This is an optimization exercise on Yosys and OpenROAD, whose aim is small area and a short achievable clock period, not a production implementation.
The RTL was checked by simulation tests, not by an equivalence proof against the original design.
Power is estimated from default activity; no workload was simulated.

===== run.sh =====
#!/bin/bash
# synth_recipe.tcl (not shown) runs the flow's synth.tcl, then flattens the netlist and writes it again
# the make line also repeats each setting of config.mk as NAME=value (left out here)
make -C /OpenROAD-flow-scripts/flow DESIGN_CONFIG=/design/flow/config.mk WORK_HOME=/design/flow/orfs CLKGATE_MAP_FILE= SYNTH_SCRIPT=/design/flow/synth_recipe.tcl finish

===== config.mk =====
export PLATFORM = sky130hd
export DESIGN_NAME = fpu
export DESIGN_NICKNAME = fpu
export VERILOG_FILES = /design/flow/design.v
export SDC_FILE = /design/flow/constraint.sdc
export NUM_CORES = 4
export LEC_CHECK = 0
export ABC_AREA = 1
export CAP_MARGIN = 20
export CORE_MARGIN = 2
export CORE_UTILIZATION = 60
export CTS_CLUSTER_SIZE = 30
export SETUP_SLACK_MARGIN = 4.5
export SLEW_MARGIN = 20

===== constraint.sdc =====
create_clock -name core_clock -period 8.5 [get_ports {clk}]
set_input_delay 1.7000 -clock core_clock [delete_from_list [all_inputs] [get_ports {clk}]]
set_output_delay 1.7000 -clock core_clock [all_outputs]
set_load 0.01 [all_outputs]

===== design.v =====
module fpu_lzc (
    input  wire [47:0] data_in,
    output reg  [5:0]  count
);
    function [4:0] lz16;
        input [15:0] v;
        integer n;
        begin
            lz16 = 5'd16;
            for (n = 0; n < 16; n = n + 1)
                if (v[n]) lz16 = 5'd15 - n[4:0];
        end
    endfunction
    wire [4:0] c2 = lz16(data_in[47:32]);
    wire [4:0] c1 = lz16(data_in[31:16]);
    wire [4:0] c0 = lz16(data_in[15:0]);
    always @(*) begin
        if (!c2[4])      count = {2'b00, c2[3:0]};
        else if (!c1[4]) count = {2'b01, c1[3:0]};
        else             count = {1'b1, 1'b0, 4'd0} + {1'b0, c0};
    end
endmodule
module fpu_mul_pre (
    input  wire [23:0] a,
    input  wire [23:0] b,
    output wire [25:0] a3,
    output wire [35:0] sel
);
  fpu_pfx_add #(.N(26), .L(5)) add3 (.a({2'b00, a}), .b({1'b0, a, 1'b0}), .s(a3));
  genvar j;
  generate for (j = 0; j < 12; j = j + 1) begin : dig
    assign sel[3*j]   = ~b[2*j+1] &  b[2*j];
    assign sel[3*j+1] =  b[2*j+1] & ~b[2*j];
    assign sel[3*j+2] =  b[2*j+1] &  b[2*j];
  end endgenerate
endmodule
module fpu_mul_a (
    input  wire [23:0] a,
    input  wire [25:0] a3,      
    input  wire [35:0] sel,     
    output wire [95:0] rows
);
  wire [25:0] a1 = {2'b00, a};
  wire [25:0] a2 = {1'b0, a, 1'b0};
  wire [25:0] pp0 = ({26{sel[0]}} & a1) | ({26{sel[1]}} & a2) | ({26{sel[2]}} & a3);
  wire [25:0] pp1 = ({26{sel[3]}} & a1) | ({26{sel[4]}} & a2) | ({26{sel[5]}} & a3);
  wire [25:0] pp2 = ({26{sel[6]}} & a1) | ({26{sel[7]}} & a2) | ({26{sel[8]}} & a3);
  wire [25:0] pp3 = ({26{sel[9]}} & a1) | ({26{sel[10]}} & a2) | ({26{sel[11]}} & a3);
  wire [25:0] pp4 = ({26{sel[12]}} & a1) | ({26{sel[13]}} & a2) | ({26{sel[14]}} & a3);
  wire [25:0] pp5 = ({26{sel[15]}} & a1) | ({26{sel[16]}} & a2) | ({26{sel[17]}} & a3);
  wire [25:0] pp6 = ({26{sel[18]}} & a1) | ({26{sel[19]}} & a2) | ({26{sel[20]}} & a3);
  wire [25:0] pp7 = ({26{sel[21]}} & a1) | ({26{sel[22]}} & a2) | ({26{sel[23]}} & a3);
  wire [25:0] pp8 = ({26{sel[24]}} & a1) | ({26{sel[25]}} & a2) | ({26{sel[26]}} & a3);
  wire [25:0] pp9 = ({26{sel[27]}} & a1) | ({26{sel[28]}} & a2) | ({26{sel[29]}} & a3);
  wire [25:0] pp10 = ({26{sel[30]}} & a1) | ({26{sel[31]}} & a2) | ({26{sel[32]}} & a3);
  wire [25:0] pp11 = ({26{sel[33]}} & a1) | ({26{sel[34]}} & a2) | ({26{sel[35]}} & a3);
  wire t1 = pp0[18] ^ pp1[16];
  wire t2 = pp0[18] & pp1[16];
  wire t3 = pp0[19] ^ pp1[17] ^ pp2[15];
  wire t4 = (pp0[19] & pp1[17]) | (pp0[19] & pp2[15]) | (pp1[17] & pp2[15]);
  wire t5 = pp0[20] ^ pp1[18] ^ pp2[16];
  wire t6 = (pp0[20] & pp1[18]) | (pp0[20] & pp2[16]) | (pp1[18] & pp2[16]);
  wire t7 = pp3[14] ^ pp4[12];
  wire t8 = pp3[14] & pp4[12];
  wire t9 = pp0[21] ^ pp1[19] ^ pp2[17];
  wire t10 = (pp0[21] & pp1[19]) | (pp0[21] & pp2[17]) | (pp1[19] & pp2[17]);
  wire t11 = pp3[15] ^ pp4[13] ^ pp5[11];
  wire t12 = (pp3[15] & pp4[13]) | (pp3[15] & pp5[11]) | (pp4[13] & pp5[11]);
  wire t13 = pp0[22] ^ pp1[20] ^ pp2[18];
  wire t14 = (pp0[22] & pp1[20]) | (pp0[22] & pp2[18]) | (pp1[20] & pp2[18]);
  wire t15 = pp3[16] ^ pp4[14] ^ pp5[12];
  wire t16 = (pp3[16] & pp4[14]) | (pp3[16] & pp5[12]) | (pp4[14] & pp5[12]);
  wire t17 = pp6[10] ^ pp7[8];
  wire t18 = pp6[10] & pp7[8];
  wire t19 = pp0[23] ^ pp1[21] ^ pp2[19];
  wire t20 = (pp0[23] & pp1[21]) | (pp0[23] & pp2[19]) | (pp1[21] & pp2[19]);
  wire t21 = pp3[17] ^ pp4[15] ^ pp5[13];
  wire t22 = (pp3[17] & pp4[15]) | (pp3[17] & pp5[13]) | (pp4[15] & pp5[13]);
  wire t23 = pp6[11] ^ pp7[9] ^ pp8[7];
  wire t24 = (pp6[11] & pp7[9]) | (pp6[11] & pp8[7]) | (pp7[9] & pp8[7]);
  wire t25 = pp0[24] ^ pp1[22] ^ pp2[20];
  wire t26 = (pp0[24] & pp1[22]) | (pp0[24] & pp2[20]) | (pp1[22] & pp2[20]);
  wire t27 = pp3[18] ^ pp4[16] ^ pp5[14];
  wire t28 = (pp3[18] & pp4[16]) | (pp3[18] & pp5[14]) | (pp4[16] & pp5[14]);
  wire t29 = pp6[12] ^ pp7[10] ^ pp8[8];
  wire t30 = (pp6[12] & pp7[10]) | (pp6[12] & pp8[8]) | (pp7[10] & pp8[8]);
  wire t31 = pp0[25] ^ pp1[23] ^ pp2[21];
  wire t32 = (pp0[25] & pp1[23]) | (pp0[25] & pp2[21]) | (pp1[23] & pp2[21]);
  wire t33 = pp3[19] ^ pp4[17] ^ pp5[15];
  wire t34 = (pp3[19] & pp4[17]) | (pp3[19] & pp5[15]) | (pp4[17] & pp5[15]);
  wire t35 = pp6[13] ^ pp7[11] ^ pp8[9];
  wire t36 = (pp6[13] & pp7[11]) | (pp6[13] & pp8[9]) | (pp7[11] & pp8[9]);
  wire t37 = pp1[24] ^ pp2[22] ^ pp3[20];
  wire t38 = (pp1[24] & pp2[22]) | (pp1[24] & pp3[20]) | (pp2[22] & pp3[20]);
  wire t39 = pp4[18] ^ pp5[16] ^ pp6[14];
  wire t40 = (pp4[18] & pp5[16]) | (pp4[18] & pp6[14]) | (pp5[16] & pp6[14]);
  wire t41 = pp7[12] ^ pp8[10];
  wire t42 = pp7[12] & pp8[10];
  wire t43 = pp1[25] ^ pp2[23] ^ pp3[21];
  wire t44 = (pp1[25] & pp2[23]) | (pp1[25] & pp3[21]) | (pp2[23] & pp3[21]);
  wire t45 = pp4[19] ^ pp5[17] ^ pp6[15];
  wire t46 = (pp4[19] & pp5[17]) | (pp4[19] & pp6[15]) | (pp5[17] & pp6[15]);
  wire t47 = pp7[13] ^ pp8[11];
  wire t48 = pp7[13] & pp8[11];
  wire t49 = pp2[24] ^ pp3[22] ^ pp4[20];
  wire t50 = (pp2[24] & pp3[22]) | (pp2[24] & pp4[20]) | (pp3[22] & pp4[20]);
  wire t51 = pp5[18] ^ pp6[16] ^ pp7[14];
  wire t52 = (pp5[18] & pp6[16]) | (pp5[18] & pp7[14]) | (pp6[16] & pp7[14]);
  wire t53 = pp2[25] ^ pp3[23] ^ pp4[21];
  wire t54 = (pp2[25] & pp3[23]) | (pp2[25] & pp4[21]) | (pp3[23] & pp4[21]);
  wire t55 = pp5[19] ^ pp6[17];
  wire t56 = pp5[19] & pp6[17];
  wire t57 = pp3[24] ^ pp4[22] ^ pp5[20];
  wire t58 = (pp3[24] & pp4[22]) | (pp3[24] & pp5[20]) | (pp4[22] & pp5[20]);
  wire t59 = pp3[25] ^ pp4[23];
  wire t60 = pp3[25] & pp4[23];
  wire t61 = pp0[12] ^ pp1[10];
  wire t62 = pp0[12] & pp1[10];
  wire t63 = pp0[13] ^ pp1[11] ^ pp2[9];
  wire t64 = (pp0[13] & pp1[11]) | (pp0[13] & pp2[9]) | (pp1[11] & pp2[9]);
  wire t65 = pp0[14] ^ pp1[12] ^ pp2[10];
  wire t66 = (pp0[14] & pp1[12]) | (pp0[14] & pp2[10]) | (pp1[12] & pp2[10]);
  wire t67 = pp3[8] ^ pp4[6];
  wire t68 = pp3[8] & pp4[6];
  wire t69 = pp0[15] ^ pp1[13] ^ pp2[11];
  wire t70 = (pp0[15] & pp1[13]) | (pp0[15] & pp2[11]) | (pp1[13] & pp2[11]);
  wire t71 = pp3[9] ^ pp4[7] ^ pp5[5];
  wire t72 = (pp3[9] & pp4[7]) | (pp3[9] & pp5[5]) | (pp4[7] & pp5[5]);
  wire t73 = pp0[16] ^ pp1[14] ^ pp2[12];
  wire t74 = (pp0[16] & pp1[14]) | (pp0[16] & pp2[12]) | (pp1[14] & pp2[12]);
  wire t75 = pp3[10] ^ pp4[8] ^ pp5[6];
  wire t76 = (pp3[10] & pp4[8]) | (pp3[10] & pp5[6]) | (pp4[8] & pp5[6]);
  wire t77 = pp6[4] ^ pp7[2];
  wire t78 = pp6[4] & pp7[2];
  wire t79 = pp0[17] ^ pp1[15] ^ pp2[13];
  wire t80 = (pp0[17] & pp1[15]) | (pp0[17] & pp2[13]) | (pp1[15] & pp2[13]);
  wire t81 = pp3[11] ^ pp4[9] ^ pp5[7];
  wire t82 = (pp3[11] & pp4[9]) | (pp3[11] & pp5[7]) | (pp4[9] & pp5[7]);
  wire t83 = pp6[5] ^ pp7[3] ^ pp8[1];
  wire t84 = (pp6[5] & pp7[3]) | (pp6[5] & pp8[1]) | (pp7[3] & pp8[1]);
  wire t85 = t1 ^ pp2[14] ^ pp3[12];
  wire t86 = (t1 & pp2[14]) | (t1 & pp3[12]) | (pp2[14] & pp3[12]);
  wire t87 = pp4[10] ^ pp5[8] ^ pp6[6];
  wire t88 = (pp4[10] & pp5[8]) | (pp4[10] & pp6[6]) | (pp5[8] & pp6[6]);
  wire t89 = pp7[4] ^ pp8[2] ^ pp9[0];
  wire t90 = (pp7[4] & pp8[2]) | (pp7[4] & pp9[0]) | (pp8[2] & pp9[0]);
  wire t91 = t3 ^ pp3[13] ^ pp4[11];
  wire t92 = (t3 & pp3[13]) | (t3 & pp4[11]) | (pp3[13] & pp4[11]);
  wire t93 = pp5[9] ^ pp6[7] ^ pp7[5];
  wire t94 = (pp5[9] & pp6[7]) | (pp5[9] & pp7[5]) | (pp6[7] & pp7[5]);
  wire t95 = pp8[3] ^ pp9[1] ^ t2;
  wire t96 = (pp8[3] & pp9[1]) | (pp8[3] & t2) | (pp9[1] & t2);
  wire t97 = t5 ^ t7 ^ pp5[10];
  wire t98 = (t5 & t7) | (t5 & pp5[10]) | (t7 & pp5[10]);
  wire t99 = pp6[8] ^ pp7[6] ^ pp8[4];
  wire t100 = (pp6[8] & pp7[6]) | (pp6[8] & pp8[4]) | (pp7[6] & pp8[4]);
  wire t101 = pp9[2] ^ pp10[0] ^ t4;
  wire t102 = (pp9[2] & pp10[0]) | (pp9[2] & t4) | (pp10[0] & t4);
  wire t103 = t9 ^ t11 ^ pp6[9];
  wire t104 = (t9 & t11) | (t9 & pp6[9]) | (t11 & pp6[9]);
  wire t105 = pp7[7] ^ pp8[5] ^ pp9[3];
  wire t106 = (pp7[7] & pp8[5]) | (pp7[7] & pp9[3]) | (pp8[5] & pp9[3]);
  wire t107 = pp10[1] ^ t6 ^ t8;
  wire t108 = (pp10[1] & t6) | (pp10[1] & t8) | (t6 & t8);
  wire t109 = t13 ^ t15 ^ t17;
  wire t110 = (t13 & t15) | (t13 & t17) | (t15 & t17);
  wire t111 = pp8[6] ^ pp9[4] ^ pp10[2];
  wire t112 = (pp8[6] & pp9[4]) | (pp8[6] & pp10[2]) | (pp9[4] & pp10[2]);
  wire t113 = pp11[0] ^ t10 ^ t12;
  wire t114 = (pp11[0] & t10) | (pp11[0] & t12) | (t10 & t12);
  wire t115 = t19 ^ t21 ^ t23;
  wire t116 = (t19 & t21) | (t19 & t23) | (t21 & t23);
  wire t117 = pp9[5] ^ pp10[3] ^ pp11[1];
  wire t118 = (pp9[5] & pp10[3]) | (pp9[5] & pp11[1]) | (pp10[3] & pp11[1]);
  wire t119 = t14 ^ t16 ^ t18;
  wire t120 = (t14 & t16) | (t14 & t18) | (t16 & t18);
  wire t121 = t25 ^ t27 ^ t29;
  wire t122 = (t25 & t27) | (t25 & t29) | (t27 & t29);
  wire t123 = pp9[6] ^ pp10[4] ^ pp11[2];
  wire t124 = (pp9[6] & pp10[4]) | (pp9[6] & pp11[2]) | (pp10[4] & pp11[2]);
  wire t125 = t20 ^ t22 ^ t24;
  wire t126 = (t20 & t22) | (t20 & t24) | (t22 & t24);
  wire t127 = t31 ^ t33 ^ t35;
  wire t128 = (t31 & t33) | (t31 & t35) | (t33 & t35);
  wire t129 = pp9[7] ^ pp10[5] ^ pp11[3];
  wire t130 = (pp9[7] & pp10[5]) | (pp9[7] & pp11[3]) | (pp10[5] & pp11[3]);
  wire t131 = t26 ^ t28 ^ t30;
  wire t132 = (t26 & t28) | (t26 & t30) | (t28 & t30);
  wire t133 = t37 ^ t39 ^ t41;
  wire t134 = (t37 & t39) | (t37 & t41) | (t39 & t41);
  wire t135 = pp9[8] ^ pp10[6] ^ pp11[4];
  wire t136 = (pp9[8] & pp10[6]) | (pp9[8] & pp11[4]) | (pp10[6] & pp11[4]);
  wire t137 = t32 ^ t34 ^ t36;
  wire t138 = (t32 & t34) | (t32 & t36) | (t34 & t36);
  wire t139 = t43 ^ t45 ^ t47;
  wire t140 = (t43 & t45) | (t43 & t47) | (t45 & t47);
  wire t141 = pp9[9] ^ pp10[7] ^ pp11[5];
  wire t142 = (pp9[9] & pp10[7]) | (pp9[9] & pp11[5]) | (pp10[7] & pp11[5]);
  wire t143 = t38 ^ t40 ^ t42;
  wire t144 = (t38 & t40) | (t38 & t42) | (t40 & t42);
  wire t145 = t49 ^ t51 ^ pp8[12];
  wire t146 = (t49 & t51) | (t49 & pp8[12]) | (t51 & pp8[12]);
  wire t147 = pp9[10] ^ pp10[8] ^ pp11[6];
  wire t148 = (pp9[10] & pp10[8]) | (pp9[10] & pp11[6]) | (pp10[8] & pp11[6]);
  wire t149 = t44 ^ t46 ^ t48;
  wire t150 = (t44 & t46) | (t44 & t48) | (t46 & t48);
  wire t151 = t53 ^ t55 ^ pp7[15];
  wire t152 = (t53 & t55) | (t53 & pp7[15]) | (t55 & pp7[15]);
  wire t153 = pp8[13] ^ pp9[11] ^ pp10[9];
  wire t154 = (pp8[13] & pp9[11]) | (pp8[13] & pp10[9]) | (pp9[11] & pp10[9]);
  wire t155 = pp11[7] ^ t50 ^ t52;
  wire t156 = (pp11[7] & t50) | (pp11[7] & t52) | (t50 & t52);
  wire t157 = t57 ^ pp6[18] ^ pp7[16];
  wire t158 = (t57 & pp6[18]) | (t57 & pp7[16]) | (pp6[18] & pp7[16]);
  wire t159 = pp8[14] ^ pp9[12] ^ pp10[10];
  wire t160 = (pp8[14] & pp9[12]) | (pp8[14] & pp10[10]) | (pp9[12] & pp10[10]);
  wire t161 = pp11[8] ^ t54 ^ t56;
  wire t162 = (pp11[8] & t54) | (pp11[8] & t56) | (t54 & t56);
  wire t163 = t59 ^ pp5[21] ^ pp6[19];
  wire t164 = (t59 & pp5[21]) | (t59 & pp6[19]) | (pp5[21] & pp6[19]);
  wire t165 = pp7[17] ^ pp8[15] ^ pp9[13];
  wire t166 = (pp7[17] & pp8[15]) | (pp7[17] & pp9[13]) | (pp8[15] & pp9[13]);
  wire t167 = pp10[11] ^ pp11[9] ^ t58;
  wire t168 = (pp10[11] & pp11[9]) | (pp10[11] & t58) | (pp11[9] & t58);
  wire t169 = pp4[24] ^ pp5[22] ^ pp6[20];
  wire t170 = (pp4[24] & pp5[22]) | (pp4[24] & pp6[20]) | (pp5[22] & pp6[20]);
  wire t171 = pp7[18] ^ pp8[16] ^ pp9[14];
  wire t172 = (pp7[18] & pp8[16]) | (pp7[18] & pp9[14]) | (pp8[16] & pp9[14]);
  wire t173 = pp10[12] ^ pp11[10] ^ t60;
  wire t174 = (pp10[12] & pp11[10]) | (pp10[12] & t60) | (pp11[10] & t60);
  wire t175 = pp4[25] ^ pp5[23] ^ pp6[21];
  wire t176 = (pp4[25] & pp5[23]) | (pp4[25] & pp6[21]) | (pp5[23] & pp6[21]);
  wire t177 = pp7[19] ^ pp8[17] ^ pp9[15];
  wire t178 = (pp7[19] & pp8[17]) | (pp7[19] & pp9[15]) | (pp8[17] & pp9[15]);
  wire t179 = pp10[13] ^ pp11[11];
  wire t180 = pp10[13] & pp11[11];
  wire t181 = pp5[24] ^ pp6[22] ^ pp7[20];
  wire t182 = (pp5[24] & pp6[22]) | (pp5[24] & pp7[20]) | (pp6[22] & pp7[20]);
  wire t183 = pp8[18] ^ pp9[16] ^ pp10[14];
  wire t184 = (pp8[18] & pp9[16]) | (pp8[18] & pp10[14]) | (pp9[16] & pp10[14]);
  wire t185 = pp5[25] ^ pp6[23] ^ pp7[21];
  wire t186 = (pp5[25] & pp6[23]) | (pp5[25] & pp7[21]) | (pp6[23] & pp7[21]);
  wire t187 = pp8[19] ^ pp9[17];
  wire t188 = pp8[19] & pp9[17];
  wire t189 = pp6[24] ^ pp7[22] ^ pp8[20];
  wire t190 = (pp6[24] & pp7[22]) | (pp6[24] & pp8[20]) | (pp7[22] & pp8[20]);
  wire t191 = pp6[25] ^ pp7[23];
  wire t192 = pp6[25] & pp7[23];
  wire t193 = pp0[8] ^ pp1[6];
  wire t194 = pp0[8] & pp1[6];
  wire t195 = pp0[9] ^ pp1[7] ^ pp2[5];
  wire t196 = (pp0[9] & pp1[7]) | (pp0[9] & pp2[5]) | (pp1[7] & pp2[5]);
  wire t197 = pp0[10] ^ pp1[8] ^ pp2[6];
  wire t198 = (pp0[10] & pp1[8]) | (pp0[10] & pp2[6]) | (pp1[8] & pp2[6]);
  wire t199 = pp3[4] ^ pp4[2];
  wire t200 = pp3[4] & pp4[2];
  wire t201 = pp0[11] ^ pp1[9] ^ pp2[7];
  wire t202 = (pp0[11] & pp1[9]) | (pp0[11] & pp2[7]) | (pp1[9] & pp2[7]);
  wire t203 = pp3[5] ^ pp4[3] ^ pp5[1];
  wire t204 = (pp3[5] & pp4[3]) | (pp3[5] & pp5[1]) | (pp4[3] & pp5[1]);
  wire t205 = t61 ^ pp2[8] ^ pp3[6];
  wire t206 = (t61 & pp2[8]) | (t61 & pp3[6]) | (pp2[8] & pp3[6]);
  wire t207 = pp4[4] ^ pp5[2] ^ pp6[0];
  wire t208 = (pp4[4] & pp5[2]) | (pp4[4] & pp6[0]) | (pp5[2] & pp6[0]);
  wire t209 = t63 ^ pp3[7] ^ pp4[5];
  wire t210 = (t63 & pp3[7]) | (t63 & pp4[5]) | (pp3[7] & pp4[5]);
  wire t211 = pp5[3] ^ pp6[1] ^ t62;
  wire t212 = (pp5[3] & pp6[1]) | (pp5[3] & t62) | (pp6[1] & t62);
  wire t213 = t65 ^ t67 ^ pp5[4];
  wire t214 = (t65 & t67) | (t65 & pp5[4]) | (t67 & pp5[4]);
  wire t215 = pp6[2] ^ pp7[0] ^ t64;
  wire t216 = (pp6[2] & pp7[0]) | (pp6[2] & t64) | (pp7[0] & t64);
  wire t217 = t69 ^ t71 ^ pp6[3];
  wire t218 = (t69 & t71) | (t69 & pp6[3]) | (t71 & pp6[3]);
  wire t219 = pp7[1] ^ t66 ^ t68;
  wire t220 = (pp7[1] & t66) | (pp7[1] & t68) | (t66 & t68);
  wire t221 = t73 ^ t75 ^ t77;
  wire t222 = (t73 & t75) | (t73 & t77) | (t75 & t77);
  wire t223 = pp8[0] ^ t70 ^ t72;
  wire t224 = (pp8[0] & t70) | (pp8[0] & t72) | (t70 & t72);
  wire t225 = t79 ^ t81 ^ t83;
  wire t226 = (t79 & t81) | (t79 & t83) | (t81 & t83);
  wire t227 = t74 ^ t76 ^ t78;
  wire t228 = (t74 & t76) | (t74 & t78) | (t76 & t78);
  wire t229 = t85 ^ t87 ^ t89;
  wire t230 = (t85 & t87) | (t85 & t89) | (t87 & t89);
  wire t231 = t80 ^ t82 ^ t84;
  wire t232 = (t80 & t82) | (t80 & t84) | (t82 & t84);
  wire t233 = t91 ^ t93 ^ t95;
  wire t234 = (t91 & t93) | (t91 & t95) | (t93 & t95);
  wire t235 = t86 ^ t88 ^ t90;
  wire t236 = (t86 & t88) | (t86 & t90) | (t88 & t90);
  wire t237 = t97 ^ t99 ^ t101;
  wire t238 = (t97 & t99) | (t97 & t101) | (t99 & t101);
  wire t239 = t92 ^ t94 ^ t96;
  wire t240 = (t92 & t94) | (t92 & t96) | (t94 & t96);
  wire t241 = t103 ^ t105 ^ t107;
  wire t242 = (t103 & t105) | (t103 & t107) | (t105 & t107);
  wire t243 = t98 ^ t100 ^ t102;
  wire t244 = (t98 & t100) | (t98 & t102) | (t100 & t102);
  wire t245 = t109 ^ t111 ^ t113;
  wire t246 = (t109 & t111) | (t109 & t113) | (t111 & t113);
  wire t247 = t104 ^ t106 ^ t108;
  wire t248 = (t104 & t106) | (t104 & t108) | (t106 & t108);
  wire t249 = t115 ^ t117 ^ t119;
  wire t250 = (t115 & t117) | (t115 & t119) | (t117 & t119);
  wire t251 = t110 ^ t112 ^ t114;
  wire t252 = (t110 & t112) | (t110 & t114) | (t112 & t114);
  wire t253 = t121 ^ t123 ^ t125;
  wire t254 = (t121 & t123) | (t121 & t125) | (t123 & t125);
  wire t255 = t116 ^ t118 ^ t120;
  wire t256 = (t116 & t118) | (t116 & t120) | (t118 & t120);
  wire t257 = t127 ^ t129 ^ t131;
  wire t258 = (t127 & t129) | (t127 & t131) | (t129 & t131);
  wire t259 = t122 ^ t124 ^ t126;
  wire t260 = (t122 & t124) | (t122 & t126) | (t124 & t126);
  wire t261 = t133 ^ t135 ^ t137;
  wire t262 = (t133 & t135) | (t133 & t137) | (t135 & t137);
  wire t263 = t128 ^ t130 ^ t132;
  wire t264 = (t128 & t130) | (t128 & t132) | (t130 & t132);
  wire t265 = t139 ^ t141 ^ t143;
  wire t266 = (t139 & t141) | (t139 & t143) | (t141 & t143);
  wire t267 = t134 ^ t136 ^ t138;
  wire t268 = (t134 & t136) | (t134 & t138) | (t136 & t138);
  wire t269 = t145 ^ t147 ^ t149;
  wire t270 = (t145 & t147) | (t145 & t149) | (t147 & t149);
  wire t271 = t140 ^ t142 ^ t144;
  wire t272 = (t140 & t142) | (t140 & t144) | (t142 & t144);
  wire t273 = t151 ^ t153 ^ t155;
  wire t274 = (t151 & t153) | (t151 & t155) | (t153 & t155);
  wire t275 = t146 ^ t148 ^ t150;
  wire t276 = (t146 & t148) | (t146 & t150) | (t148 & t150);
  wire t277 = t157 ^ t159 ^ t161;
  wire t278 = (t157 & t159) | (t157 & t161) | (t159 & t161);
  wire t279 = t152 ^ t154 ^ t156;
  wire t280 = (t152 & t154) | (t152 & t156) | (t154 & t156);
  wire t281 = t163 ^ t165 ^ t167;
  wire t282 = (t163 & t165) | (t163 & t167) | (t165 & t167);
  wire t283 = t158 ^ t160 ^ t162;
  wire t284 = (t158 & t160) | (t158 & t162) | (t160 & t162);
  wire t285 = t169 ^ t171 ^ t173;
  wire t286 = (t169 & t171) | (t169 & t173) | (t171 & t173);
  wire t287 = t164 ^ t166 ^ t168;
  wire t288 = (t164 & t166) | (t164 & t168) | (t166 & t168);
  wire t289 = t175 ^ t177 ^ t179;
  wire t290 = (t175 & t177) | (t175 & t179) | (t177 & t179);
  wire t291 = t170 ^ t172 ^ t174;
  wire t292 = (t170 & t172) | (t170 & t174) | (t172 & t174);
  wire t293 = t181 ^ t183 ^ pp11[12];
  wire t294 = (t181 & t183) | (t181 & pp11[12]) | (t183 & pp11[12]);
  wire t295 = t176 ^ t178 ^ t180;
  wire t296 = (t176 & t178) | (t176 & t180) | (t178 & t180);
  wire t297 = t185 ^ t187 ^ pp10[15];
  wire t298 = (t185 & t187) | (t185 & pp10[15]) | (t187 & pp10[15]);
  wire t299 = pp11[13] ^ t182 ^ t184;
  wire t300 = (pp11[13] & t182) | (pp11[13] & t184) | (t182 & t184);
  wire t301 = t189 ^ pp9[18] ^ pp10[16];
  wire t302 = (t189 & pp9[18]) | (t189 & pp10[16]) | (pp9[18] & pp10[16]);
  wire t303 = pp11[14] ^ t186 ^ t188;
  wire t304 = (pp11[14] & t186) | (pp11[14] & t188) | (t186 & t188);
  wire t305 = t191 ^ pp8[21] ^ pp9[19];
  wire t306 = (t191 & pp8[21]) | (t191 & pp9[19]) | (pp8[21] & pp9[19]);
  wire t307 = pp10[17] ^ pp11[15] ^ t190;
  wire t308 = (pp10[17] & pp11[15]) | (pp10[17] & t190) | (pp11[15] & t190);
  wire t309 = pp7[24] ^ pp8[22] ^ pp9[20];
  wire t310 = (pp7[24] & pp8[22]) | (pp7[24] & pp9[20]) | (pp8[22] & pp9[20]);
  wire t311 = pp10[18] ^ pp11[16] ^ t192;
  wire t312 = (pp10[18] & pp11[16]) | (pp10[18] & t192) | (pp11[16] & t192);
  wire t313 = pp7[25] ^ pp8[23] ^ pp9[21];
  wire t314 = (pp7[25] & pp8[23]) | (pp7[25] & pp9[21]) | (pp8[23] & pp9[21]);
  wire t315 = pp10[19] ^ pp11[17];
  wire t316 = pp10[19] & pp11[17];
  wire t317 = pp8[24] ^ pp9[22] ^ pp10[20];
  wire t318 = (pp8[24] & pp9[22]) | (pp8[24] & pp10[20]) | (pp9[22] & pp10[20]);
  wire t319 = pp8[25] ^ pp9[23];
  wire t320 = pp8[25] & pp9[23];
  wire t321 = pp0[6] ^ pp1[4];
  wire t322 = pp0[6] & pp1[4];
  wire t323 = pp0[7] ^ pp1[5] ^ pp2[3];
  wire t324 = (pp0[7] & pp1[5]) | (pp0[7] & pp2[3]) | (pp1[5] & pp2[3]);
  wire t325 = t193 ^ pp2[4] ^ pp3[2];
  wire t326 = (t193 & pp2[4]) | (t193 & pp3[2]) | (pp2[4] & pp3[2]);
  wire t327 = t195 ^ pp3[3] ^ pp4[1];
  wire t328 = (t195 & pp3[3]) | (t195 & pp4[1]) | (pp3[3] & pp4[1]);
  wire t329 = t197 ^ t199 ^ pp5[0];
  wire t330 = (t197 & t199) | (t197 & pp5[0]) | (t199 & pp5[0]);
  wire t331 = t201 ^ t203 ^ t198;
  wire t332 = (t201 & t203) | (t201 & t198) | (t203 & t198);
  wire t333 = t205 ^ t207 ^ t202;
  wire t334 = (t205 & t207) | (t205 & t202) | (t207 & t202);
  wire t335 = t209 ^ t211 ^ t206;
  wire t336 = (t209 & t211) | (t209 & t206) | (t211 & t206);
  wire t337 = t213 ^ t215 ^ t210;
  wire t338 = (t213 & t215) | (t213 & t210) | (t215 & t210);
  wire t339 = t217 ^ t219 ^ t214;
  wire t340 = (t217 & t219) | (t217 & t214) | (t219 & t214);
  wire t341 = t221 ^ t223 ^ t218;
  wire t342 = (t221 & t223) | (t221 & t218) | (t223 & t218);
  wire t343 = t225 ^ t227 ^ t222;
  wire t344 = (t225 & t227) | (t225 & t222) | (t227 & t222);
  wire t345 = t229 ^ t231 ^ t226;
  wire t346 = (t229 & t231) | (t229 & t226) | (t231 & t226);
  wire t347 = t233 ^ t235 ^ t230;
  wire t348 = (t233 & t235) | (t233 & t230) | (t235 & t230);
  wire t349 = t237 ^ t239 ^ t234;
  wire t350 = (t237 & t239) | (t237 & t234) | (t239 & t234);
  wire t351 = t241 ^ t243 ^ t238;
  wire t352 = (t241 & t243) | (t241 & t238) | (t243 & t238);
  wire t353 = t245 ^ t247 ^ t242;
  wire t354 = (t245 & t247) | (t245 & t242) | (t247 & t242);
  wire t355 = t249 ^ t251 ^ t246;
  wire t356 = (t249 & t251) | (t249 & t246) | (t251 & t246);
  wire t357 = t253 ^ t255 ^ t250;
  wire t358 = (t253 & t255) | (t253 & t250) | (t255 & t250);
  wire t359 = t257 ^ t259 ^ t254;
  wire t360 = (t257 & t259) | (t257 & t254) | (t259 & t254);
  wire t361 = t261 ^ t263 ^ t258;
  wire t362 = (t261 & t263) | (t261 & t258) | (t263 & t258);
  wire t363 = t265 ^ t267 ^ t262;
  wire t364 = (t265 & t267) | (t265 & t262) | (t267 & t262);
  wire t365 = t269 ^ t271 ^ t266;
  wire t366 = (t269 & t271) | (t269 & t266) | (t271 & t266);
  wire t367 = t273 ^ t275 ^ t270;
  wire t368 = (t273 & t275) | (t273 & t270) | (t275 & t270);
  wire t369 = t277 ^ t279 ^ t274;
  wire t370 = (t277 & t279) | (t277 & t274) | (t279 & t274);
  wire t371 = t281 ^ t283 ^ t278;
  wire t372 = (t281 & t283) | (t281 & t278) | (t283 & t278);
  wire t373 = t285 ^ t287 ^ t282;
  wire t374 = (t285 & t287) | (t285 & t282) | (t287 & t282);
  wire t375 = t289 ^ t291 ^ t286;
  wire t376 = (t289 & t291) | (t289 & t286) | (t291 & t286);
  wire t377 = t293 ^ t295 ^ t290;
  wire t378 = (t293 & t295) | (t293 & t290) | (t295 & t290);
  wire t379 = t297 ^ t299 ^ t294;
  wire t380 = (t297 & t299) | (t297 & t294) | (t299 & t294);
  wire t381 = t301 ^ t303 ^ t298;
  wire t382 = (t301 & t303) | (t301 & t298) | (t303 & t298);
  wire t383 = t305 ^ t307 ^ t302;
  wire t384 = (t305 & t307) | (t305 & t302) | (t307 & t302);
  wire t385 = t309 ^ t311 ^ t306;
  wire t386 = (t309 & t311) | (t309 & t306) | (t311 & t306);
  wire t387 = t313 ^ t315 ^ t310;
  wire t388 = (t313 & t315) | (t313 & t310) | (t315 & t310);
  wire t389 = t317 ^ pp11[18] ^ t314;
  wire t390 = (t317 & pp11[18]) | (t317 & t314) | (pp11[18] & t314);
  wire t391 = t319 ^ pp10[21] ^ pp11[19];
  wire t392 = (t319 & pp10[21]) | (t319 & pp11[19]) | (pp10[21] & pp11[19]);
  wire t393 = pp9[24] ^ pp10[22] ^ pp11[20];
  wire t394 = (pp9[24] & pp10[22]) | (pp9[24] & pp11[20]) | (pp10[22] & pp11[20]);
  wire t395 = pp9[25] ^ pp10[23];
  wire t396 = pp9[25] & pp10[23];
  wire t397 = pp0[4] ^ pp1[2];
  wire t398 = pp0[4] & pp1[2];
  wire t399 = pp0[5] ^ pp1[3] ^ pp2[1];
  wire t400 = (pp0[5] & pp1[3]) | (pp0[5] & pp2[1]) | (pp1[3] & pp2[1]);
  wire t401 = t321 ^ pp2[2] ^ pp3[0];
  wire t402 = (t321 & pp2[2]) | (t321 & pp3[0]) | (pp2[2] & pp3[0]);
  wire t403 = t323 ^ pp3[1] ^ t322;
  wire t404 = (t323 & pp3[1]) | (t323 & t322) | (pp3[1] & t322);
  wire t405 = t325 ^ pp4[0] ^ t324;
  wire t406 = (t325 & pp4[0]) | (t325 & t324) | (pp4[0] & t324);
  wire t407 = t327 ^ t194 ^ t326;
  wire t408 = (t327 & t194) | (t327 & t326) | (t194 & t326);
  wire t409 = t329 ^ t196 ^ t328;
  wire t410 = (t329 & t196) | (t329 & t328) | (t196 & t328);
  wire t411 = t331 ^ t200 ^ t330;
  wire t412 = (t331 & t200) | (t331 & t330) | (t200 & t330);
  wire t413 = t333 ^ t204 ^ t332;
  wire t414 = (t333 & t204) | (t333 & t332) | (t204 & t332);
  wire t415 = t335 ^ t208 ^ t334;
  wire t416 = (t335 & t208) | (t335 & t334) | (t208 & t334);
  wire t417 = t337 ^ t212 ^ t336;
  wire t418 = (t337 & t212) | (t337 & t336) | (t212 & t336);
  wire t419 = t339 ^ t216 ^ t338;
  wire t420 = (t339 & t216) | (t339 & t338) | (t216 & t338);
  wire t421 = t341 ^ t220 ^ t340;
  wire t422 = (t341 & t220) | (t341 & t340) | (t220 & t340);
  wire t423 = t343 ^ t224 ^ t342;
  wire t424 = (t343 & t224) | (t343 & t342) | (t224 & t342);
  wire t425 = t345 ^ t228 ^ t344;
  wire t426 = (t345 & t228) | (t345 & t344) | (t228 & t344);
  wire t427 = t347 ^ t232 ^ t346;
  wire t428 = (t347 & t232) | (t347 & t346) | (t232 & t346);
  wire t429 = t349 ^ t236 ^ t348;
  wire t430 = (t349 & t236) | (t349 & t348) | (t236 & t348);
  wire t431 = t351 ^ t240 ^ t350;
  wire t432 = (t351 & t240) | (t351 & t350) | (t240 & t350);
  wire t433 = t353 ^ t244 ^ t352;
  wire t434 = (t353 & t244) | (t353 & t352) | (t244 & t352);
  wire t435 = t355 ^ t248 ^ t354;
  wire t436 = (t355 & t248) | (t355 & t354) | (t248 & t354);
  wire t437 = t357 ^ t252 ^ t356;
  wire t438 = (t357 & t252) | (t357 & t356) | (t252 & t356);
  wire t439 = t359 ^ t256 ^ t358;
  wire t440 = (t359 & t256) | (t359 & t358) | (t256 & t358);
  wire t441 = t361 ^ t260 ^ t360;
  wire t442 = (t361 & t260) | (t361 & t360) | (t260 & t360);
  wire t443 = t363 ^ t264 ^ t362;
  wire t444 = (t363 & t264) | (t363 & t362) | (t264 & t362);
  wire t445 = t365 ^ t268 ^ t364;
  wire t446 = (t365 & t268) | (t365 & t364) | (t268 & t364);
  wire t447 = t367 ^ t272 ^ t366;
  wire t448 = (t367 & t272) | (t367 & t366) | (t272 & t366);
  wire t449 = t369 ^ t276 ^ t368;
  wire t450 = (t369 & t276) | (t369 & t368) | (t276 & t368);
  wire t451 = t371 ^ t280 ^ t370;
  wire t452 = (t371 & t280) | (t371 & t370) | (t280 & t370);
  wire t453 = t373 ^ t284 ^ t372;
  wire t454 = (t373 & t284) | (t373 & t372) | (t284 & t372);
  wire t455 = t375 ^ t288 ^ t374;
  wire t456 = (t375 & t288) | (t375 & t374) | (t288 & t374);
  wire t457 = t377 ^ t292 ^ t376;
  wire t458 = (t377 & t292) | (t377 & t376) | (t292 & t376);
  wire t459 = t379 ^ t296 ^ t378;
  wire t460 = (t379 & t296) | (t379 & t378) | (t296 & t378);
  wire t461 = t381 ^ t300 ^ t380;
  wire t462 = (t381 & t300) | (t381 & t380) | (t300 & t380);
  wire t463 = t383 ^ t304 ^ t382;
  wire t464 = (t383 & t304) | (t383 & t382) | (t304 & t382);
  wire t465 = t385 ^ t308 ^ t384;
  wire t466 = (t385 & t308) | (t385 & t384) | (t308 & t384);
  wire t467 = t387 ^ t312 ^ t386;
  wire t468 = (t387 & t312) | (t387 & t386) | (t312 & t386);
  wire t469 = t389 ^ t316 ^ t388;
  wire t470 = (t389 & t316) | (t389 & t388) | (t316 & t388);
  wire t471 = t391 ^ t318 ^ t390;
  wire t472 = (t391 & t318) | (t391 & t390) | (t318 & t390);
  wire t473 = t393 ^ t320 ^ t392;
  wire t474 = (t393 & t320) | (t393 & t392) | (t320 & t392);
  wire t475 = t395 ^ pp11[21] ^ t394;
  wire t476 = (t395 & pp11[21]) | (t395 & t394) | (pp11[21] & t394);
  wire t477 = pp10[24] ^ pp11[22] ^ t396;
  wire t478 = (pp10[24] & pp11[22]) | (pp10[24] & t396) | (pp11[22] & t396);
  wire t479 = pp10[25] ^ pp11[23];
  wire t480 = pp10[25] & pp11[23];
  assign rows[47:0] = {pp11[25], pp11[24], t479, t477, t475, t473, t471, t469, t467, t465, t463, t461, t459, t457, t455, t453, t451, t449, t447, t445, t443, t441, t439, t437, t435, t433, t431, t429, t427, t425, t423, t421, t419, t417, t415, t413, t411, t409, t407, t405, t403, t401, t399, t397, pp0[3], pp0[2], pp0[1], pp0[0]};
  assign rows[95:48] = {1'b0, t480, t478, t476, t474, t472, t470, t468, t466, t464, t462, t460, t458, t456, t454, t452, t450, t448, t446, t444, t442, t440, t438, t436, t434, t432, t430, t428, t426, t424, t422, t420, t418, t416, t414, t412, t410, t408, t406, t404, t402, t400, t398, pp2[0], pp1[1], pp1[0], 1'b0, 1'b0};
endmodule
module fpu_mul_b (
    input  wire [95:0] rows,
    output wire [47:0] p
);
  wire [47:0] r0 = {rows[47], rows[46], rows[45], rows[44], rows[43], rows[42], rows[41], rows[40], rows[39], rows[38], rows[37], rows[36], rows[35], rows[34], rows[33], rows[32], rows[31], rows[30], rows[29], rows[28], rows[27], rows[26], rows[25], rows[24], rows[23], rows[22], rows[21], rows[20], rows[19], rows[18], rows[17], rows[16], rows[15], rows[14], rows[13], rows[12], rows[11], rows[10], rows[9], rows[8], rows[7], rows[6], rows[5], rows[4], rows[3], rows[2], rows[1], rows[0]};
  wire [47:0] r1 = {1'b0, rows[94], rows[93], rows[92], rows[91], rows[90], rows[89], rows[88], rows[87], rows[86], rows[85], rows[84], rows[83], rows[82], rows[81], rows[80], rows[79], rows[78], rows[77], rows[76], rows[75], rows[74], rows[73], rows[72], rows[71], rows[70], rows[69], rows[68], rows[67], rows[66], rows[65], rows[64], rows[63], rows[62], rows[61], rows[60], rows[59], rows[58], rows[57], rows[56], rows[55], rows[54], rows[53], rows[52], rows[51], rows[50], 1'b0, 1'b0};
  fpu_pfx_add #(.N(48), .L(6)) cpa (.a(r0), .b(r1), .s(p));
endmodule
module fpu_adder (
    input  wire [47:0] a,
    input  wire [47:0] b,
    input  wire        sub,
    output wire [48:0] sum,
    output wire        neg
);
    wire [47:0] bb = sub ? ~b : b;
    wire [47:0] t  = a ^ bb;
    wire [47:0] gl [0:6];
    wire [47:0] pl [0:6];
    assign gl[0] = a & bb;
    assign pl[0] = t;
    genvar l, i;
    generate
        for (l = 0; l < 6; l = l + 1) begin : lvl
            for (i = 0; i < 48; i = i + 1) begin : bit_
                if ((i >> l) & 1) begin : comb
                    localparam integer J = ((i >> l) << l) - 1;
                    assign gl[l+1][i] = gl[l][i] | (pl[l][i] & gl[l][J]);
                    assign pl[l+1][i] = pl[l][i] & pl[l][J];
                end else begin : pass
                    assign gl[l+1][i] = gl[l][i];
                    assign pl[l+1][i] = pl[l][i];
                end
            end
        end
    endgenerate
    wire [47:0] G = gl[6];
    wire [47:0] P = pl[6];
    wire gall = G[47];
    wire pall = P[47];
    wire cin = sub & gall;
    wire [47:0] c = {G[46:0] | (P[46:0] & {47{cin}}), cin};
    wire inv = sub & ~gall;
    assign sum = {~sub & gall, t ^ c ^ {48{inv}}};
    assign neg = inv & ~pall;
endmodule
module fpu_pfx_add #(parameter N = 48, parameter L = 6) (
    input  wire [N-1:0] a,
    input  wire [N-1:0] b,
    output wire [N-1:0] s
);
    wire [N-1:0] gl [0:L];
    wire [N-1:0] pl [0:L];
    assign gl[0] = a & b;
    assign pl[0] = a ^ b;
    genvar l, i;
    generate
        for (l = 0; l < L; l = l + 1) begin : lvl
            for (i = 0; i < N; i = i + 1) begin : b_
                if ((i >> l) & 1) begin : c
                    localparam integer J = ((i >> l) << l) - 1;
                    assign gl[l+1][i] = gl[l][i] | (pl[l][i] & gl[l][J]);
                    assign pl[l+1][i] = pl[l][i] & pl[l][J];
                end else begin : p
                    assign gl[l+1][i] = gl[l][i];
                    assign pl[l+1][i] = pl[l][i];
                end
            end
        end
    endgenerate
    assign s = pl[0] ^ {gl[L][N-2:0], 1'b0};
endmodule
module fpu_lza (
    input  wire [47:0] a,
    input  wire [47:0] b,
    output wire [5:0]  count
);
    wire [47:0] p = a ^ b;
    wire [47:0] g = a & b;
    wire [47:0] k = ~a & ~b;
    wire [47:0] pp1 = {1'b1, p[47:1]};
    wire [47:0] gm1 = {g[46:0], 1'b1};
    wire [47:0] km1 = {k[46:0], 1'b0};
    wire [47:0] f = (pp1 & (g & ~km1 | k & ~gm1)) |
                    (~pp1 & (k & ~km1 | g & ~gm1));
    fpu_lzc lzc (.data_in(f), .count(count));
endmodule
module fpu_norm_shift (
    input  wire [48:0] sum,
    input  wire [5:0]  lza,       
    input  wire        es,
    input  wire [8:0]  exp_in,
    output reg  [23:0] mant,
    output reg  [8:0]  exp_out
);
    wire [46:0] shl = sum[46:0] << lza;
    always @(*) begin
        if (sum[48]) begin
            mant    = sum[48:25];
            exp_out = exp_in + 9'd1;
        end else if (es) begin
            if (lza >= 6'd47) begin
                mant    = 24'd0;
                exp_out = 9'd0;
            end else begin
                mant    = shl[46:23];
                exp_out = exp_in - {3'd0, lza} - 9'd1;
            end
        end else begin
            mant    = sum[47:24];
            exp_out = exp_in;
        end
    end
endmodule
module fpu_rounder (
    input  wire [23:0] mant,      
    input  wire [7:0]  exp_in,
    input  wire        of5,
    input  wire        uf5,
    input  wire        g,         
    input  wire        rs,        
    input  wire        sign,
    input  wire [2:0]  rm,
    input  wire        any_nan,
    input  wire        any_inf,
    input  wire        nv,
    output reg  [31:0] result,
    output wire [3:0]  flags      
);
    wire lsb = mant[0];
    reg  rup;
    always @(*) begin
        case (rm)
            3'b000:  rup = g & (rs | lsb);
            3'b010:  rup = sign & (g | rs);
            3'b011:  rup = ~sign & (g | rs);
            3'b100:  rup = g;
            default: rup = 1'b0;
        endcase
    end
    wire [23:0] inc  = mant + 24'd1;
    wire [22:0] mr   = rup ? inc[22:0] : mant[22:0];
    wire [7:0]  er   = exp_in + {7'd0, rup & (&mant)};
    wire        of   = of5 | (er == 8'hFF);
    always @(*) begin
        if (any_nan)
            result = 32'h7FC00000;
        else if (any_inf)
            result = {sign, 8'hFF, 23'd0};
        else if (of) begin
            case (rm)
                3'b001:  result = {sign, 31'h7F7FFFFF};
                3'b010:  result = sign ? 32'hFF800000 : 32'h7F7FFFFF;
                3'b011:  result = sign ? 32'hFF7FFFFF : 32'h7F800000;
                default: result = {sign, 31'h7F800000};
            endcase
        end
        else if (uf5)
            result = {sign, 31'd0};
        else
            result = {sign, er, mr};
    end
    assign flags = {nv, of, uf5, g | rs | of | uf5};
endmodule
module fpu (
    input  wire        clk,
    input  wire        rst_n,
    input  wire [31:0] rs1_data,
    input  wire [31:0] rs2_data,
    input  wire [31:0] rs3_data,
    input  wire [6:0]  funct7,
    input  wire [2:0]  funct3,
    input  wire        fp_op,
    input  wire [2:0]  frm,
    output reg  [31:0] result,
    output wire [4:0]  flags,
    output wire        ready,
    output wire [2:0]  latency
);
    wire [4:0] opc    = funct7[6:2];
    wire is_add       = (opc == 5'b00000);
    wire is_sub       = (opc == 5'b00001);
    wire is_mul       = (opc == 5'b00010);
    wire is_fma       = (opc == 5'b10000);
    wire addsub       = is_add | is_sub;
    assign latency = addsub ? 3'd4 : is_mul ? 3'd5 : 3'd6;
    wire [7:0] e1 = rs1_data[30:23];
    wire [7:0] e2 = rs2_data[30:23];
    wire [7:0] e3 = rs3_data[30:23];
    wire f1nz = |rs1_data[22:0];
    wire f2nz = |rs2_data[22:0];
    wire f3nz = |rs3_data[22:0];
    wire e1z = (e1 == 8'd0), e1m = (e1 == 8'hFF);
    wire e2z = (e2 == 8'd0), e2m = (e2 == 8'hFF);
    wire e3z = (e3 == 8'd0), e3m = (e3 == 8'hFF);
    wire h1 = ~e1z & (~e1m | f1nz);
    wire h2 = ~e2z & (~e2m | f2nz);
    wire h3 = ~e3z & (~e3m | f3nz);
    wire nan1 = e1m & f1nz, inf1 = e1m & ~f1nz, snan1 = nan1 & ~rs1_data[22];
    wire nan2 = e2m & f2nz, inf2 = e2m & ~f2nz, snan2 = nan2 & ~rs2_data[22];
    wire nan3 = e3m & f3nz, inf3 = e3m & ~f3nz, snan3 = nan3 & ~rs3_data[22];
    wire [23:0] mx_d = addsub ? 24'h800000 : {h1, rs1_data[22:0]};
    wire [23:0] my_d = addsub ? {h1, rs1_data[22:0]} : {h2, rs2_data[22:0]};
    wire [23:0] mz_d = addsub ? {h2, rs2_data[22:0]} :
                       is_fma ? {h3, rs3_data[22:0]} : 24'd0;
    wire [7:0]  ze_d = addsub ? e2 : is_fma ? e3 : 8'd0;
    wire [8:0]  pe_d = addsub ? {1'b0, e1} : ({1'b0, e1} + {1'b0, e2} - 9'd127);
    wire xnan = ~addsub & nan1;
    wire ynan = addsub ? nan1 : nan2;
    wire znan = addsub ? nan2 : is_fma & nan3;
    wire xinf = ~addsub & inf1;
    wire yinf = addsub ? inf1 : inf2;
    wire zinf = addsub ? inf2 : is_fma & inf3;
    wire xsnan = ~addsub & snan1;
    wire ysnan = addsub ? snan1 : snan2;
    wire zsnan = addsub ? snan2 : is_fma & snan3;
    wire nan_d = xnan | ynan | znan;
    wire inf_d = xinf | yinf | zinf;
    wire nv_d  = xsnan | ysnan | zsnan | (xinf & yinf);
    wire s1 = rs1_data[31], s2 = rs2_data[31], s3 = rs3_data[31];
    wire ps = addsub ? s1 : (s1 ^ s2);
    wire zs = addsub ? s2 : (is_fma & s3);
    wire inv_es = is_sub | (is_fma & (funct7[1:0] == 2'b01 || funct7[1:0] == 2'b10));
    wire es_d = ~is_mul & (zs ^ ps ^ inv_es);
    wire sx_d = (is_mul | is_fma) & (ps ^ (is_fma & funct7[1]));
    wire [2:0] rm_d = (funct3 == 3'b111) ? frm : funct3;
    reg [5:0] vld;
    always @(posedge clk or negedge rst_n) begin
        if (!rst_n) vld <= 6'd0;
        else        vld <= {vld[4:0], fp_op};
    end
    assign ready = vld[5];
    wire [25:0] a3_m1;
    wire [35:0] sel_d;
    fpu_mul_pre mul_pre (.a({h1, rs1_data[22:0]}), .b(my_d), .a3(a3_m1), .sel(sel_d));
    wire [25:0] a3_d = addsub ? 26'h1800000 : a3_m1;
    reg [23:0] mx_1, mz_1;
    reg [25:0] a3_1;
    reg [35:0] sel_1;
    reg [8:0]  pe_1;
    reg [7:0]  ze_1;
    reg        es_1, sx_1, nan_1, inf_1, nv_1;
    reg [2:0]  rm_1;
    always @(posedge clk) begin
        mx_1 <= mx_d; a3_1 <= a3_d; sel_1 <= sel_d; mz_1 <= mz_d;
        pe_1 <= pe_d; ze_1 <= ze_d;
        es_1 <= es_d; sx_1 <= sx_d;
        nan_1 <= nan_d; inf_1 <= inf_d; nv_1 <= nv_d;
        rm_1 <= rm_d;
    end
    wire [95:0] rows;
    fpu_mul_a mul_a (.a(mx_1), .a3(a3_1), .sel(sel_1), .rows(rows));
    wire [9:0] diff = {1'b0, pe_1} - {2'b00, ze_1};
    wire       pl   = ~diff[9];
    wire [8:0] dabs = pl ? diff[8:0] : (9'd0 - diff[8:0]);
    wire [8:0] re_d = pl ? pe_1 : {1'b0, ze_1};
    wire [6:0] d7_d = (dabs >= 9'd72) ? 7'd72 : dabs[6:0];
    reg [95:0] rows_2;
    reg [23:0] mz_2;
    reg [6:0]  d7_2;
    reg [8:0]  re_2;
    reg        es_2, sx_2, nan_2, inf_2, nv_2;
    reg [2:0]  rm_2;
    always @(posedge clk) begin
        rows_2 <= rows; mz_2 <= mz_1; d7_2 <= d7_d; re_2 <= re_d;
        es_2 <= es_1; sx_2 <= sx_1; nan_2 <= nan_1; inf_2 <= inf_1; nv_2 <= nv_1;
        rm_2 <= rm_1;
    end
    wire [47:0] prod;
    fpu_mul_b mul_b (.rows(rows_2), .p(prod));
    wire [71:0] ext  = {mz_2, 48'd0};
    wire [71:0] shft = ext >> d7_2;
    wire [71:0] smsk = ext & ((72'd1 << d7_2) - 72'd1);
    wire [47:0] al_d = shft[71:24];
    wire        st_d = |smsk;
    reg [47:0] p_3, a_3;
    reg        st_3;
    reg [8:0]  re_3;
    reg        es_3, sx_3, nan_3, inf_3, nv_3;
    reg [2:0]  rm_3;
    always @(posedge clk) begin
        p_3 <= prod; a_3 <= al_d; st_3 <= st_d; re_3 <= re_2;
        es_3 <= es_2; sx_3 <= sx_2; nan_3 <= nan_2; inf_3 <= inf_2; nv_3 <= nv_2;
        rm_3 <= rm_2;
    end
    wire [48:0] sum_d;
    wire        as_d;
    fpu_adder adder (.a(p_3), .b(a_3), .sub(es_3), .sum(sum_d), .neg(as_d));
    wire [5:0] lza_d;
    fpu_lza lza (.a(p_3), .b(a_3), .count(lza_d));
    reg [48:0] s_4;
    reg [5:0]  lza_4;
    reg        st_4, es_4, sg_4;
    reg [8:0]  re_4;
    reg        nan_4, inf_4, nv_4;
    reg [2:0]  rm_4;
    always @(posedge clk) begin
        s_4 <= sum_d; lza_4 <= lza_d; st_4 <= st_3; es_4 <= es_3;
        sg_4 <= as_d ^ sx_3; re_4 <= re_3;
        nan_4 <= nan_3; inf_4 <= inf_3; nv_4 <= nv_3; rm_4 <= rm_3;
    end
    wire [23:0] m_d;
    wire [8:0]  ne_d;
    fpu_norm_shift norm (.sum(s_4), .lza(lza_4), .es(es_4), .exp_in(re_4),
                         .mant(m_d), .exp_out(ne_d));
    wire of5_d = (ne_d >= 9'd255);
    wire uf5_d = ne_d[8] | (ne_d == 9'd0);
    reg [23:0] m_5;
    reg [7:0]  ne_5;
    reg        of_5, uf_5, g_5, rs_5, sg_5, nan_5, inf_5, nv_5;
    reg [2:0]  rm_5;
    always @(posedge clk) begin
        m_5 <= m_d; ne_5 <= ne_d[7:0]; of_5 <= of5_d; uf_5 <= uf5_d;
        g_5 <= s_4[2]; rs_5 <= s_4[1] | s_4[0] | st_4;
        sg_5 <= sg_4; nan_5 <= nan_4; inf_5 <= inf_4; nv_5 <= nv_4; rm_5 <= rm_4;
    end
    wire [31:0] res_d;
    wire [3:0]  flg_d;
    fpu_rounder rnd (.mant(m_5), .exp_in(ne_5), .of5(of_5), .uf5(uf_5),
                     .g(g_5), .rs(rs_5), .sign(sg_5), .rm(rm_5),
                     .any_nan(nan_5), .any_inf(inf_5), .nv(nv_5),
                     .result(res_d), .flags(flg_d));
    reg [3:0] flg_6;
    always @(posedge clk) begin
        result <= res_d;
        flg_6  <= flg_d;
    end
    assign flags = {flg_6[3], 1'b0, flg_6[2:0]};
endmodule

==> impl_metrics.yaml <==
outcome:
  status: "finished clean"
finish:
  nets: 6701
  fin_util: 0.682
  syn_to_final_growth_pct: 12.9
  nFillCells: 6019
  seqCellArea_um2: 11000
  drive_gt1_frac: 0.0672
  multi_input_area_um2: 27100
synth:
  synth.avg_cell_area_um2: 7.00
  synthAdderAreaFrac: 0.192
  async_flop_share: 0.0110
  synth.area.mux_share: 0.00594
  synth_top_family_by_area: "simple AND/OR/NAND/NOR gates"
  synth_cell_type_count: 65
  synth_simple_gate_area_frac: 0.253
  synth-seq-cells: 547
  synthesis.area_um2: 42100
  synth_cells: 6022
  ys_warn_count: 7
  synthXorXnorAreaFrac: 0.0349
  synth_edf_count: 0
  syn_nets: 6643
  synth_top_flop_cell: "dfxtp_1"
  yosysSeqAreaShare: 0.261
  synth-compound-area-share: 0.148
timing:
  finalClockSkew_ps: 68.9
  max_clock_freq_ghz: 0.237
  max_slew_margin: 0.161
  tns_ps: 0
  final_max_slew_viol_count: 0
  rsz0062_at_grt: "yes"
  period_needed_ps: 4230
  timing.final.crit_share: 0.497
  finalSetupViolations: 0
  finalHoldViolations: 0
  worst_pin_slew_ps: 1250
worst_setup_path:
  critical_path_required_ps: 9050
  critical_path_arrival_ps: 4780
  end_kind: "register"
  r2r_end: "result[14]$_SDFF_PP0_"
  worst_setup_path_start_kind: "register"
  path_class: "reg -> reg"
  cpMostUsedCell: "buf_6"
  crit_fanout: 4
  cp_slowest_cell: "dfxtp_2"
  timing.rr.start: "rm_5[1]$_DFF_P_"
  r2r_setup_slack_ps: 4270
  critPathMaxStageDelay_ps: 370
  worst-r2r-cell-count: 31
routing:
  dr.pass1.iters: 7
  drtIter0Drc: 5074
  avgRoutedWirePerCell_um: 20.0
  routed_wl_um: 142000
  vias_per_cell: 5.82
  dr_total_vias: 41148
  drcViolationCount: 0
  ant_nets: 0
clock_tree:
  cts_buffer_depth: 3
  ctsHoldBuffers: 0
  clk_latency_ps: 680
  cts_buffers: 58
  cts_sinks: 547
  htree_levels: 2
  clkTransAtPathRegs_ps: 70
  cts-root-buf: "clkbuf_16"
  cts_tree: "done"
power:
  seq_power_share: 0.246
  p_sw_frac: 0.480
  clkPwrFrac: 0.162
  p_sw_mw: 8.21
  ir_drop_mv: 0.399
  total_power_mw: 17.1
  internal-power_mw: 8.91
  p_comb_frac: 0.592
  p_per_area_nw_per_um2: 360
  power_leakage_nw: 23.0
global_route:
  grt_pass1_wl_um: 213000
  grt-ovfl-total: 0
  grt_pass1_vias: 38271
  grt_max_degree: 81
  antenna_found_initial: 7
  track_usage: 0.381
floorplan:
  start_util: 0.604
  die-area_um2: 72400
  die_x_um: 269
  die_height_um: 269
  core_um2: 69800
  io_pins: 153
  rows: 97
place:
  hpwl_um: 101000
  gp_congestion: 1.00
  port_buffers: 150
flow_run:
  maxCapViolCount: 0
hold_path:
  min_from: "mul_b.cpa.a[1]$_DFF_P_"
  hold_path.class: "reg -> reg"
  holdPathStages: 0
  holdPathEnd: "p_3[1]$_DFF_P_"
## flip-flops by register name, indices dropped and copies added (netlist names), 25 cells and up
register,flops
mul_b.cpa.a,48
s_4,49
a3_1,25
mul_b.cpa.b,45
sel_1,36
p_3,48
a_3,48
result,32
## cells by family after synthesis
logic type	after synthesis
AO/OA/AOI/OAI	1043
XOR/XNOR	167
adder cells (fa/ha/maj)	509
buffers and inverters	1157
flip-flops	547
multiplexers	25
other	2
AND/OR/NAND/NOR	2572
## worst max-delay path: cells and delay by family, from the launching register on
| family | cells | cell delay [ps] |
|---|---|---|
| buffers and inverters | 21 | 2350 |
| and+or+nand+nor | 9 | 1320 |
| DFF | 1 | 370 |
| AOI/OAI and AO/OA | 1 | 80 |
## cell usage in the layout (no fill, tap or decap), drive strengths merged, types with 27 or more instances in the layout
master	instances
xor2	125
xnor2	42
o221ai	27
nand3	416
nor3	66
nand4	36
o211ai	29
a21oi	314
clkbuf	84
o22ai	69
dfxtp	541
o21ai	372
buf	143
inv	858
fa	231
a31oi	36
clkdlybuf4s50	141
ha	278
nand2	1623
a22o	93
nor2	373
## area by class of cell
class | count | area share
multi-input cells | 4321 | 0.570
diodes | 6 | 0.000316
clock buffers | 81 | 0.0355
repair buffers | 289 | 0.0588
clock inverters | 28 | 0.00960
flip-flops and latches | 547 | 0.232
well taps | 940 | 0.0247
repair inverters | 1 | 0.000184
inverters | 862 | 0.0687
## routing by layer
layer | routed length (um) | part of all wire | track usage
met5 | 34 | 0.00024 | 0
met4 | 10800 | 0.076 | 0.246
met3 | 14600 | 0.10 | 0.0905
met2 | 61600 | 0.43 | 0.598
met1 | 54700 | 0.39 | 0.470
## repair_timing
item	4_1_cts	5_1_grt
gates cloned	3	3
endpoints found under the setup margin	201	114
setup buffers	41	18
gates resized for setup	77	140
pin swaps	14	40
endpoints found under the hold margin	0	0
## power groups by stage
stage                     logic (mW)  clock network [mW]  registers [mW]
final                           10.1                2.77            4.22
after global routing            11.4                2.91            4.27
after CTS                       9.70                2.81            4.15
after detailed placement        9.55                   0            4.20
after global placement          9.38                   0            4.19
after floorplan                 6.98                   0            3.86
## cells in the mapped netlist, drive strengths merged (36+ instances only)
library cell | count | area share
nand2 | 1623 | 0.15
inv | 858 | 0.076
dfxtp | 541 | 0.26
nand3 | 414 | 0.050
nor2 | 373 | 0.034
o21ai | 372 | 0.045
a21oi | 314 | 0.038
ha | 278 | 0.083
clkbuf | 246 | 0.022
fa | 231 | 0.11
xor2 | 125 | 0.026
a22o | 93 | 0.019
o22ai | 69 | 0.010
nor3 | 65 | 0.0086
buf | 49 | 0.0065
xnor2 | 42 | 0.0087
a31oi | 36 | 0.0055
nand4 | 36 | 0.0053
## stage by stage
| step | instances | hold slack [ps] | area, um2 | setup slack, ps |
|---|---|---|---|---|
| 6_report | 7075 | 294 | 47600 | 4270 |
| 5_1_grt | 7070 | 315 | 47600 | 4130 |
| 4_1_cts | 7048 | 297 | 46900 | 4260 |
| 3_5_place_dp | 6895 | 312 | 44200 | 3090 |
| 3_3_place_gp | 6895 | 310 | 44200 | 3110 |
| 2_1_floorplan | 6022 | 310 | 42200 | 4440 |
## worst max-delay path by stage
stage | from | to | slack [ps]
2_1_floorplan | funct7[4] | latency[1] | 4440
3_3_place_gp | funct7[4] | latency[1] | 3110
3_5_place_dp | funct7[4] | latency[1] | 3090
4_1_cts | funct7[5] | latency[1] | 4260
5_1_grt | rm_5[0]$_DFF_P_ | result[19]$_SDFF_PP0_ | 4130
6_report | rm_5[1]$_DFF_P_ | result[14]$_SDFF_PP0_ | 4270

-- static timing again, ports no longer ideal --
In the flow no input, the clock included, has a driving cell. The finished layout below was timed again as built, in two steps.
Step 1 sets driving cells, clkbuf_16 on the clock port and buf_2 on the other inputs (assumed; they add their load-dependent delay and slew).
Step 2 adds t to the input delays and takes it off the output delays; t is the mean of the earliest and latest rising clock arrival at the registers after step 1. Input paths then give back, and output paths get back, about the clock's delay inside the block.
a / b / c = ideal ports / drivers / drivers and shift; a / b = the first two.
t, ns: 0.715
setup WS [ns]: 4.274 / 4.274 / 3.987
worst setup path after step 2: input to register
slew at the worst register clock pin (ns): 0.07 / 0.07
pins driven straight from the clock port: 1
After both steps this run still meets setup and hold. The setup slack of this run moves by 0.000 ns with the drivers and by -0.287 ns with both steps.
